This is an optimization exercise on Yosys and OpenROAD, whose aim is small area, not a production implementation.
The RTL was checked by simulation tests, not by an equivalence proof against the original design.
Power is estimated from default activity; no workload was simulated.

## riscv_core
module riscv_core (
	input         clock,
	input         reset,
	output [31:0] PC_out,
	input  [31:0] instr_in,
	output        instr_en,
	output [31:0] data_addr,
	output        ren,
	output        wen,
	output [31:0] data_out,
	input  [31:0] data_in,
	output [3:0]  byte_select,
	input         memReady,
	input         software_interrupt,
	input         timer_interrupt,
	input         external_interrupt
);
localparam OP_R     = 7'b0110011;
localparam OP_I     = 7'b0010011;
localparam OP_L     = 7'b0000011;
localparam OP_ENV   = 7'b1110011;
localparam OP_JALR  = 7'b1100111;
localparam OP_S     = 7'b0100011;
localparam OP_B     = 7'b1100011;
localparam OP_J     = 7'b1101111;
localparam OP_LUI   = 7'b0110111;
localparam OP_AUIPC = 7'b0010111;
reg  [31:0] PC, PC_IF2, delayed_instr, IFID_PC, IFID_instr;
reg         bubble_ifid_delayed, keepDelayInstr;
reg  [31:0] IDEX_instr, IDEX_PC;
reg  [31:0] EXMEM_ALUOut, EXMEM_X;
reg  [4:0]  EXMEM_rd;
reg  [2:0]  EXMEM_funct3;
reg  [11:0] EXMEM_csr_addr;
reg         EXMEM_cond, EXMEM_Branch, EXMEM_JumpJALR, EXMEM_MemWrite, EXMEM_MemToReg,
            EXMEM_RegWrite, EXMEM_csr, EXMEM_csr_wa;
reg  [31:0] MEMWB_R, MEMWB_Y;
reg  [4:0]  MEMWB_rd;
reg  [11:0] MEMWB_csr_addr;
reg         MEMWB_RegWrite, MEMWB_csr, MEMWB_csr_wa;
reg  [31:0] newmepc;
reg         mepc_state;
reg  [31:0] mstatus, mie, mscratch, mepc, mcause, mtval, trap_vector, csr_rd;
reg  [31:2] mtvec;
reg         int_taken, trap_in_ID, flushPipeline;
reg  [2:0]  enableInterrupts;
reg  [3:0]  pipeline_flush_count;
wire [6:0]  opcode   = IFID_instr[6:0];
wire [2:0]  funct3   = IFID_instr[14:12];
wire [4:0]  instr_rs1 = IFID_instr[19:15];
wire [4:0]  instr_rs2 = IFID_instr[24:20];
wire [11:0] csr_addr = IFID_instr[31:20];
wire        Jump     = (opcode == OP_J);
  ...
For scale: ~8,300 cells after synthesis, ~170 I/O pins, ~92,000 µm² of cells after synthesis.
export LEC_CHECK = 0
export CAP_MARGIN = 20
export CORE_MARGIN = 2
export CORE_UTILIZATION = 60
export CTS_CLUSTER_DIAMETER = 100
export CTS_CLUSTER_SIZE = 20
export PLACE_DENSITY = 0.7
export SLEW_MARGIN = 20
export SYNTH_HIERARCHICAL = 1
create_clock -name core_clock -period 14.0 [get_ports {clock}]
run.sh (not shown) runs the stock make flow with config.mk's settings and CLKGATE_MAP_FILE= SYNTH_SCRIPT=/design/flow/synth_recipe.tcl, a recipe that flattens the netlist after the stock synthesis.
Change:
==> flow/flow/run.sh (new file) <==
#!/bin/bash
# Own layout flow: the standard ORFS flow (standard.sh) with three changes:
#  - ABC maps the logic with an area-oriented script (flow/abc_area.script);
#    synthesis is otherwise ORFS's (same registers, same yosys passes);
#  - ports get buf_1 buffers instead of the default clkdlybuf4s50_1;
#  - CTS is run without dummy loads.
# Each ORFS step writes its full log under orfs/logs/; make's own output goes to
# flow_make.log here.
set -euo pipefail
here=$(pwd)
rm -rf "$here/scripts_own"
cp -r "$FLOW_HOME/scripts" "$here/scripts_own"
cp "$here/flow/abc_area.script" "$here/scripts_own/abc_area.script"
export SCRIPTS_DIR="$here/scripts_own"
export BUFFER_PORTS_ARGS="-buffer_cell sky130_fd_sc_hd__buf_1"
export CTS_ARGS="-sink_clustering_enable -repair_clock_nets -sink_clustering_size 20 -sink_clustering_max_diameter 100 -dont_use_dummy_load"
bash standard.sh > "$here/flow_make.log" 2>&1
==> flow/flow/abc_area.script (new file) <==
strash
&get -n
&st
&syn2
&dch -f
&nf -R 1000 -p
&st
&syn2
&dch -f
&nf -R 1000 -p
&put
topo
stime -c
buffer -c
upsize -c
dnsize -c
==> flow/standard.sh (new file) <==
#!/bin/bash
# synth_recipe.tcl (not shown) runs the flow's synth.tcl, then flattens the netlist and writes it again
# the make line also repeats each setting of config.mk as NAME=value (left out here)
make -C /OpenROAD-flow-scripts/flow DESIGN_CONFIG=/design/flow/config.mk WORK_HOME=/design/flow/orfs CLKGATE_MAP_FILE= SYNTH_SCRIPT=/design/flow/synth_recipe.tcl "${@:-finish}"
- ABC_AREA: not set -> 1
removed: flow/run.sh
The new run went through all stages and came out clean.
Wire length decreases slightly.
Non-clock buffer count rises by 15.
Critical path depth rose by 11.
Die area went down by a few percent.
Sequential power drops by a little under a tenth.
Cell count fell by a few percent.
Via count shrinks by a few percent.
Sequential share of layout area grows by 2.1 points.
Synthesized cell count drops by a few percent.

[what the ideal ports hide]
The results above use ideal ports. As a check the final layouts listed here were re-extracted and re-timed, cells and wires unchanged. Step 1 sets driving cells, clkbuf_16 on the clock port and buf_2 on the other inputs (assumed; they add their load-dependent delay and slew). Step 2, shift: input delay + t, output delay - t, t = (earliest + latest rising clock arrival at the registers) / 2. This alone moves slack from input paths to output paths. a / b / c = ideal / step 1 / step 2; a / b = the first two.
run	t (ns)	setup slack, ns	latest minus earliest clock arrival (ns)	slew at the worst register clock pin (ns)
the first run	0.885	1.492 / 1.395 / 2.281	0.126 / 0.127	0.10 / 0.10
the second run	0.848	1.465 / 1.365 / 2.213	0.143 / 0.142	0.10 / 0.10
After both steps every run listed still meets setup and hold.
